Source: an optimization exercise on an open RTL-to-GDS flow (aim: small area). Production flows keep margins and buffers that such runs may drop.
Only simulation tests tie the RTL to the original design; equivalence was not proved.

Setup of v23:
==> module Mul23170, before the edit <==
module Mul23170 (
    input  wire [16:0] u,
    output wire [15:0] p,
    output wire        lz
);
  wire [19:0] u5;
  wire [23:0] u65;
  wire [22:0] u45;
  wire [29:0] u11585;
  ShAdd #(17, 17, 2, 20, 20) a5 (.a(u), .b(u), .neg(1'b0), .y(u5));
  ShAdd #(17, 17, 6, 24, 20) a65 (.a(u), .b(u), .neg(1'b0), .y(u65));
  ShAdd #(20, 20, 3, 23, 20) a45 (.a(u5), .b(u5), .neg(1'b0), .y(u45));
  ShAdd #(24, 23, 8, 30, 20) a11585 (.a(u65), .b(u45), .neg(1'b0), .y(u11585));
  assign p  = u11585[29:14];
  assign lz = ~(|u11585[13:0]);
endmodule
==> module Rot2, before the edit <==
module Rot2 (
    input  wire [15:0] ar,
    input  wire [15:0] ai,
    input  wire [ 1:0] k,
    input  wire        inv,
    output wire [15:0] re,
    output wire [15:0] im,
    output wire        zre,
    output wire        zim
);
  wire [15:0] t_re, t_im;
  RotTriv u_t (
      .ar (ar),
      .ai (ai),
      .j  (k[1]),
      .inv(inv),
      .re (t_re),
      .im (t_im)
  );
  wire [16:0] us, ud;
  Rca #(17, 20) u_s (
      .a  ({ar[15], ar}),
      .b  ({ai[15], ai}),
      .cin(1'b0),
      .s  (us)
  );
  Rca #(17, 20) u_d (
      .a  ({ar[15], ar}),
      .b  (~{ai[15], ai}),
      .cin(1'b1),
      .s  (ud)
  );
  wire [15:0] ms, md;
  wire zs, zd;
  Mul23170 u_ms (
      .u (us),
      .p (ms),
      .lz(zs)
  );
  Mul23170 u_md (
      .u (ud),
      .p (md),
      .lz(zd)
  );
  wire re_d = (k[1] == inv);
  wire re_n = k[1];
  wire im_n = inv;
  wire [15:0] m_re = re_d ? md : ms;
  wire [15:0] m_im = re_d ? ms : md;
  wire l_re = re_d ? zd : zs;
  wire l_im = re_d ? zs : zd;
  assign re = k[0] ? (m_re ^ {16{re_n}}) : t_re;
  assign im = k[0] ? (m_im ^ {16{im_n}}) : t_im;
  assign zre = k[0] & re_n & l_re;
  assign zim = k[0] & im_n & l_im;
endmodule
==> module Rot3Part, before the edit <==
module Rot3Part (
    input  wire [30:0] xa0,   
    input  wire [30:0] xa1,   
    input  wire [30:0] xa2,   
    input  wire [15:0] xt,    
    input  wire [30:0] yb0,
    input  wire [30:0] yb1,
    input  wire [30:0] yb2,
    input  wire [15:0] yt,    
    input  wire [ 3:0] xs,    
    input  wire [ 3:0] ys,
    input  wire        nx,
    input  wire        ny,
    output wire [15:0] y,     
    output wire        z
);
  wire [30:0] xv = ({31{xs[0]}} & xa0) | ({31{xs[1]}} & xa1) | ({31{xs[2]}} & xa2) |
                   ({31{xs[3]}} & {{15{xt[15]}}, xt});
  wire [30:0] yv = ({31{ys[0]}} & yb0) | ({31{ys[1]}} & yb1) | ({31{ys[2]}} & yb2) |
                   ({31{ys[3]}} & {yt, 15'd0});
  wire b = nx ^ ny;
  wire c = ~nx & ny;
  wire both = nx & ny;
  wire [30:0] p;
  Rca #(31, 24) u_add (
      .a  (xv),
      .b  (yv ^ {31{b}}),
      .cin(c),
      .s  (p)
  );
  assign y = p[30:15] ^ {16{nx}};
  assign z = both & ~(|p[14:0]);
endmodule
clock: 12.0 ns
lec_check: 0
abc_area: 1
cap_margin: 20
core_margin: 2
core_utilization: 40
cts_cluster_diameter: 120
cts_cluster_size: 25
setup_slack_margin: 0.3
slew_margin: 20
standard.sh (not shown) runs the stock make flow with config.mk's settings and CLKGATE_MAP_FILE= SYNTH_SCRIPT=/design/flow/synth_recipe.tcl, a recipe that flattens the netlist after the stock synthesis.
==> flow/flow/run.sh <==
#!/bin/bash
# Own flow: the standard layout (standard.sh, standard synthesis unchanged) with two
# changes: the port buffers use the smallest buffer cell, and CTS adds no dummy loads.
# Clustering is the same as config.mk's CTS_CLUSTER_SIZE / CTS_CLUSTER_DIAMETER.
export BUFFER_PORTS_ARGS="-buffer_cell sky130_fd_sc_hd__buf_1"
export CTS_ARGS="-sink_clustering_enable -repair_clock_nets -sink_clustering_size 25 -sink_clustering_max_diameter 120 -dont_use_dummy_load"
bash standard.sh > standard.log 2>&1
For v17, these inputs were changed with respect to v23:
==> flow/design.v, changed modules only <==
module Mul23170 (
    input  wire [16:0] u,
    output wire [15:0] p,
    output wire        lz
);
  wire [19:0] u5;
  wire [23:0] u65;
  wire [22:0] u45;
  wire [29:0] u11585;
  ShAdd #(17, 17, 2, 20, 12) a5 (.a(u), .b(u), .neg(1'b0), .y(u5));
  ShAdd #(17, 17, 6, 24, 12) a65 (.a(u), .b(u), .neg(1'b0), .y(u65));
  ShAdd #(20, 20, 3, 23, 12) a45 (.a(u5), .b(u5), .neg(1'b0), .y(u45));
  ShAdd #(24, 23, 8, 30, 12) a11585 (.a(u65), .b(u45), .neg(1'b0), .y(u11585));
  assign p  = u11585[29:14];
  assign lz = ~(|u11585[13:0]);
endmodule
module Rot2 (
    input  wire [15:0] ar,
    input  wire [15:0] ai,
    input  wire [ 1:0] k,
    input  wire        inv,
    output wire [15:0] re,
    output wire [15:0] im,
    output wire        zre,
    output wire        zim
);
  wire [15:0] t_re, t_im;
  RotTriv u_t (
      .ar (ar),
      .ai (ai),
      .j  (k[1]),
      .inv(inv),
      .re (t_re),
      .im (t_im)
  );
  wire [16:0] us, ud;
  Rca #(17, 12) u_s (
      .a  ({ar[15], ar}),
      .b  ({ai[15], ai}),
      .cin(1'b0),
      .s  (us)
  );
  Rca #(17, 12) u_d (
      .a  ({ar[15], ar}),
      .b  (~{ai[15], ai}),
      .cin(1'b1),
      .s  (ud)
  );
  wire [15:0] ms, md;
  wire zs, zd;
  Mul23170 u_ms (
      .u (us),
      .p (ms),
      .lz(zs)
  );
  Mul23170 u_md (
      .u (ud),
      .p (md),
      .lz(zd)
  );
  wire re_d = (k[1] == inv);
  wire re_n = k[1];
  wire im_n = inv;
  wire [15:0] m_re = re_d ? md : ms;
  wire [15:0] m_im = re_d ? ms : md;
  wire l_re = re_d ? zd : zs;
  wire l_im = re_d ? zs : zd;
  assign re = k[0] ? (m_re ^ {16{re_n}}) : t_re;
  assign im = k[0] ? (m_im ^ {16{im_n}}) : t_im;
  assign zre = k[0] & re_n & l_re;
  assign zim = k[0] & im_n & l_im;
endmodule
module Rot3Part (
    input  wire [30:0] xa0,   
    input  wire [30:0] xa1,   
    input  wire [30:0] xa2,   
    input  wire [15:0] xt,    
    input  wire [30:0] yb0,
    input  wire [30:0] yb1,
    input  wire [30:0] yb2,
    input  wire [15:0] yt,    
    input  wire [ 3:0] xs,    
    input  wire [ 3:0] ys,
    input  wire        nx,
    input  wire        ny,
    output wire [15:0] y,     
    output wire        z
);
  wire [30:0] xv = ({31{xs[0]}} & xa0) | ({31{xs[1]}} & xa1) | ({31{xs[2]}} & xa2) |
                   ({31{xs[3]}} & {{15{xt[15]}}, xt});
  wire [30:0] yv = ({31{ys[0]}} & yb0) | ({31{ys[1]}} & yb1) | ({31{ys[2]}} & yb2) |
                   ({31{ys[3]}} & {yt, 15'd0});
  wire b = nx ^ ny;
  wire c = ~nx & ny;
  wire both = nx & ny;
  wire [30:0] p;
  Rca #(31, 12) u_add (
      .a  (xv),
      .b  (yv ^ {31{b}}),
      .cin(c),
      .s  (p)
  );
  assign y = p[30:15] ^ {16{nx}};
  assign z = both & ~(|p[14:0]);
endmodule
--- outcome ---
- The first-pass GRT wire length of v17 exceeds that of v23 by 6.1%.
- Synthesized-area fraction occupied by xor and xnor cells, v17 and v23: higher on v17
- Between v17 and v23, the core utilization is higher for v23.
- On post-layout worst setup margin: between v17 and v23, it ends up higher for v23.
- v17 falls short of v23 in initial detailed-routing violation count.
- In summary, v17 completed successfully, with a layout that passed the timing, design-rule and antenna checks.
- Changes observed in v17 relative to v23: final instance area grew by 360 µm², wire length has increased, buffering stage count on the worst path with inverters included went down.
- [diff] highest achievable clock rate, v17 relative to v23: regression
- Going from v23 to v17, number of standard cells in the final layout excluding fillers +3.7%; core region area went up by about 2%.

-- what the ideal ports hide --
Ports are ideal in the flow. The routed layouts listed here were re-timed in OpenROAD. Step 1 assumes that a clkbuf_16 drives the clock port and a buf_2 every other input. Step 2 also shifts input and output timing later by t, the mid clock arrival at the registers, as if the neighbouring blocks saw the same clock. Slacks: ideal ports / drivers / drivers and shift; pairs: ideal ports / drivers.
run | shift t [ns] | setup WS [ns] | latest minus earliest clock arrival (ns) | cell pins on the clock port's net
v23 | 0.685 | 0.356 / 0.356 / -0.072 | 0.053 / 0.053 | 1
v17 | 0.679 | 0.157 / 0.157 / 0.157 | 0.106 / 0.107 | 1
Met with ideal ports but missed after step 2: setup timing in v23. For v23, which loses most, drivers alone change the setup slack by 0.000 ns; drivers and shift together by -0.428 ns.
